From an optimization exercise on the open Yosys and OpenROAD flow, aimed at small area, a short achievable clock period and few clock cycles per item; shortcuts taken in it are not production practice.

red:
## pipelined
module pipelined(
    input  wire              clk,
    input  wire              rst,
    input  wire              in_valid,
    output wire              in_ready,
    input  wire signed [15:0] a,
    input  wire signed [15:0] b,
    input  wire signed [15:0] c,
    input  wire signed [15:0] d,
    input  wire signed [15:0] e,
    output reg               out_valid,
    input  wire              out_ready,
    output wire signed [31:0] y
);
Size: roughly 1900 cells after synthesis, about 250 flip-flops.
clock: 8.0 ns
lec_check: 0
abc_area: 1
cap_margin: 20
core_margin: 2
core_utilization: 40
setup_slack_margin: 4.2
slew_margin: 20
standard.sh (not shown) runs the stock make flow with config.mk's settings and CLKGATE_MAP_FILE= SYNTH_SCRIPT=/design/flow/synth_recipe.tcl, a recipe that flattens the netlist after the stock synthesis.
==> flow/flow/run.sh <==
#!/bin/bash
# Standard ORFS layout, except that Yosys's "synth" runs with -noabc, so the quick
# ABC pass before full-adder extraction does not scramble the adder tree's polarity.
set -euo pipefail
sed 's/yosys synth -nofsm -noshare {\*}\$args/yosys synth -nofsm -noshare -noabc {*}$args/' synth_recipe.tcl > flow/noabc_synth.tcl
grep -q -- '-noabc' flow/noabc_synth.tcl
sed "s#SYNTH_SCRIPT=[^ ]*#SYNTH_SCRIPT=$PWD/flow/noabc_synth.tcl#" standard.sh > flow/standard_noabc.sh
grep -q noabc_synth flow/standard_noabc.sh
bash flow/standard_noabc.sh "BUFFER_PORTS_ARGS=-buffer_cell sky130_fd_sc_hd__buf_1" finish > standard.log 2>&1
==> flow/flow/noabc_synth.tcl <==
proc synth {args} { yosys synth -nofsm -noshare -noabc {*}$args }
source $::env(SCRIPTS_DIR)/synth.tcl
# left out here: clear keep_hierarchy, flatten, clean up, hide names made inside functions, write 1_2_yosys.v
==> flow/flow/standard_noabc.sh <==
#!/bin/bash
# The standard flow's own layout of this design, on the ORFS make targets given (by default finish). After
# finish it leaves the final layout's DEF at /design/flow/out/final.def.
set -euo pipefail
make -C /OpenROAD-flow-scripts/flow DESIGN_CONFIG=/design/flow/config.mk WORK_HOME=/design/flow/orfs CLKGATE_MAP_FILE= SYNTH_SCRIPT=/design/flow/flow/noabc_synth.tcl ABC_AREA=1 CAP_MARGIN=20 CORE_MARGIN=2 CORE_UTILIZATION=40 SETUP_SLACK_MARGIN=4.2 SLEW_MARGIN=20 "${@:-finish}"
if [[ -f /design/flow/orfs/results/sky130hd/pipelined/base/6_final.odb ]]; then
  : # left out here: write the final layout as DEF
fi
Edits applied to the flow inputs when going from red to blue:
--- a/flow/design.v
+++ b/flow/design.v
@@ -8,31 +8,22 @@
     input  wire signed [15:0] c,
     input  wire signed [15:0] d,
     input  wire signed [15:0] e,
     output reg               out_valid,
     input  wire              out_ready,
     output wire signed [31:0] y
 );
-  reg vA, vM, y2v, rdy;
-  wire stall = y2v;             
-  wire pop = out_valid & out_ready;
-  assign in_ready = rdy;
+  wire stall = out_valid & ~out_ready;
+  assign in_ready = ~stall;
+  reg vA, vM;
   always @(posedge clk) begin
     if (rst) begin
-      vA <= 1'b0; vM <= 1'b0; out_valid <= 1'b0; y2v <= 1'b0; rdy <= 1'b1;
-    end else begin
-      if (~y2v) begin
-        vA <= in_valid; vM <= vA;
-      end
-      if (~out_valid | out_ready) out_valid <= y2v | vM;
-      if (y2v) begin
-        y2v <= ~pop; rdy <= pop;
-      end else begin
-        y2v <= out_valid & ~out_ready & vM; rdy <= ~(out_valid & ~out_ready & vM);
-      end
+      vA <= 1'b0; vM <= 1'b0; out_valid <= 1'b0;
+    end else if (~stall) begin
+      vA <= in_valid; vM <= vA; out_valid <= vM;
     end
   end
   reg [15:0] An, Cn, E;
   always @(posedge clk) if (~stall) begin An <= ~a; Cn <= ~c; E <= e; end
   reg [7:0] xneg, xonen, xtwon;
   always @(posedge clk) if (~stall) begin xneg[0] <= b[1]; xonen[0] <= ~(b[0] ^ 1'b0); xtwon[0] <= ~((b[1] & ~b[0] & ~1'b0) | (~b[1] & b[0] & 1'b0)); end
   always @(posedge clk) if (~stall) begin xneg[1] <= b[3]; xonen[1] <= ~(b[2] ^ b[1]); xtwon[1] <= ~((b[3] & ~b[2] & ~b[1]) | (~b[3] & b[2] & b[1])); end
@@ -1070,13 +1061,11 @@
   wire c839 = m29_0 & m29_1;
   wire s840 = m30_0 ^ m30_1;
   wire c841 = m30_0 & m30_1;
   wire s842 = m31_0 ^ m31_1;
   wire c843 = m31_0 & m31_1;
   wire [31:0] row0 = {c841, c839, c837, c835, c833, s832, s830, c827, c823, s822, c815, s814, c805, c799, c793, c787, c783, s780, c773, c769, c765, s764, c759, s756, c753, m6_2, m5_0, m4_0, m3_0, m2_0, m1_0, m0_0};
   wire [31:0] row1 = {s842, s840, s838, s836, s834, c831, c829, s828, s826, c819, s818, c811, s810, s804, s798, s792, s786, s782, s776, s772, s768, c761, s760, s758, s754, s752, m5_1, m4_1, 1'b0, 1'b0, 1'b0, 1'b0};
-  wire [31:0] sum = row0 + row1;
-  reg [31:0] Y, Y2;
-  always @(posedge clk) if (~out_valid | out_ready) Y <= y2v ? Y2 : sum;
-  always @(posedge clk) if (~y2v) Y2 <= sum;
+  reg [31:0] Y;
+  always @(posedge clk) if (~stall) Y <= row0 + row1;
   assign y = Y;
 endmodule
==> comparison <==
blue and red ended up with roughly the same overall routing resource usage.
Between blue and red, chip height is lower for blue, red comes in above that.
Comparing blue and red, the higher share of cell area taken by multi-input logic gates was measured on blue.
Run comparison: blue library cell contributing the largest single delay on the critical path buf_12; red library cell contributing the largest single delay on the critical path edfxtp_1
Die area (higher): red
blue reached the final stage; the timing, design-rule and antenna checks on its layout passed.
[compare] base=red new=blue: area after synthesis went down; delay contributed by the slowest stage of the critical path went down; post-layout minimum cycle time went up.
No functional check of the RTL was part of any run of this note.

## afterwards: timing with drivers on the ports
Ports are ideal in the flow. The routed layouts listed here were re-timed in OpenROAD.
Step 1 assumes that a clkbuf_16 drives the clock port and a buf_2 every other input.
Step 2, shift: input delay + t, output delay - t, t = (earliest + latest rising clock arrival at the registers) / 2. This alone moves slack from input paths to output paths.
Slacks: ideal ports / drivers / drivers and shift; pairs: ideal ports / drivers.
run	t, ns	setup WS [ns]	worst slew at a driven data input, ns	pins driven straight from the clock port
red	0.639	4.281 / 4.281 / 4.281	0.05	1
blue	0.599	4.185 / 4.153 / 3.917	0.05	1
After both steps every run listed still meets setup and hold. For blue, which loses most, drivers alone change the setup slack by -0.032 ns; drivers and shift together by -0.268 ns.
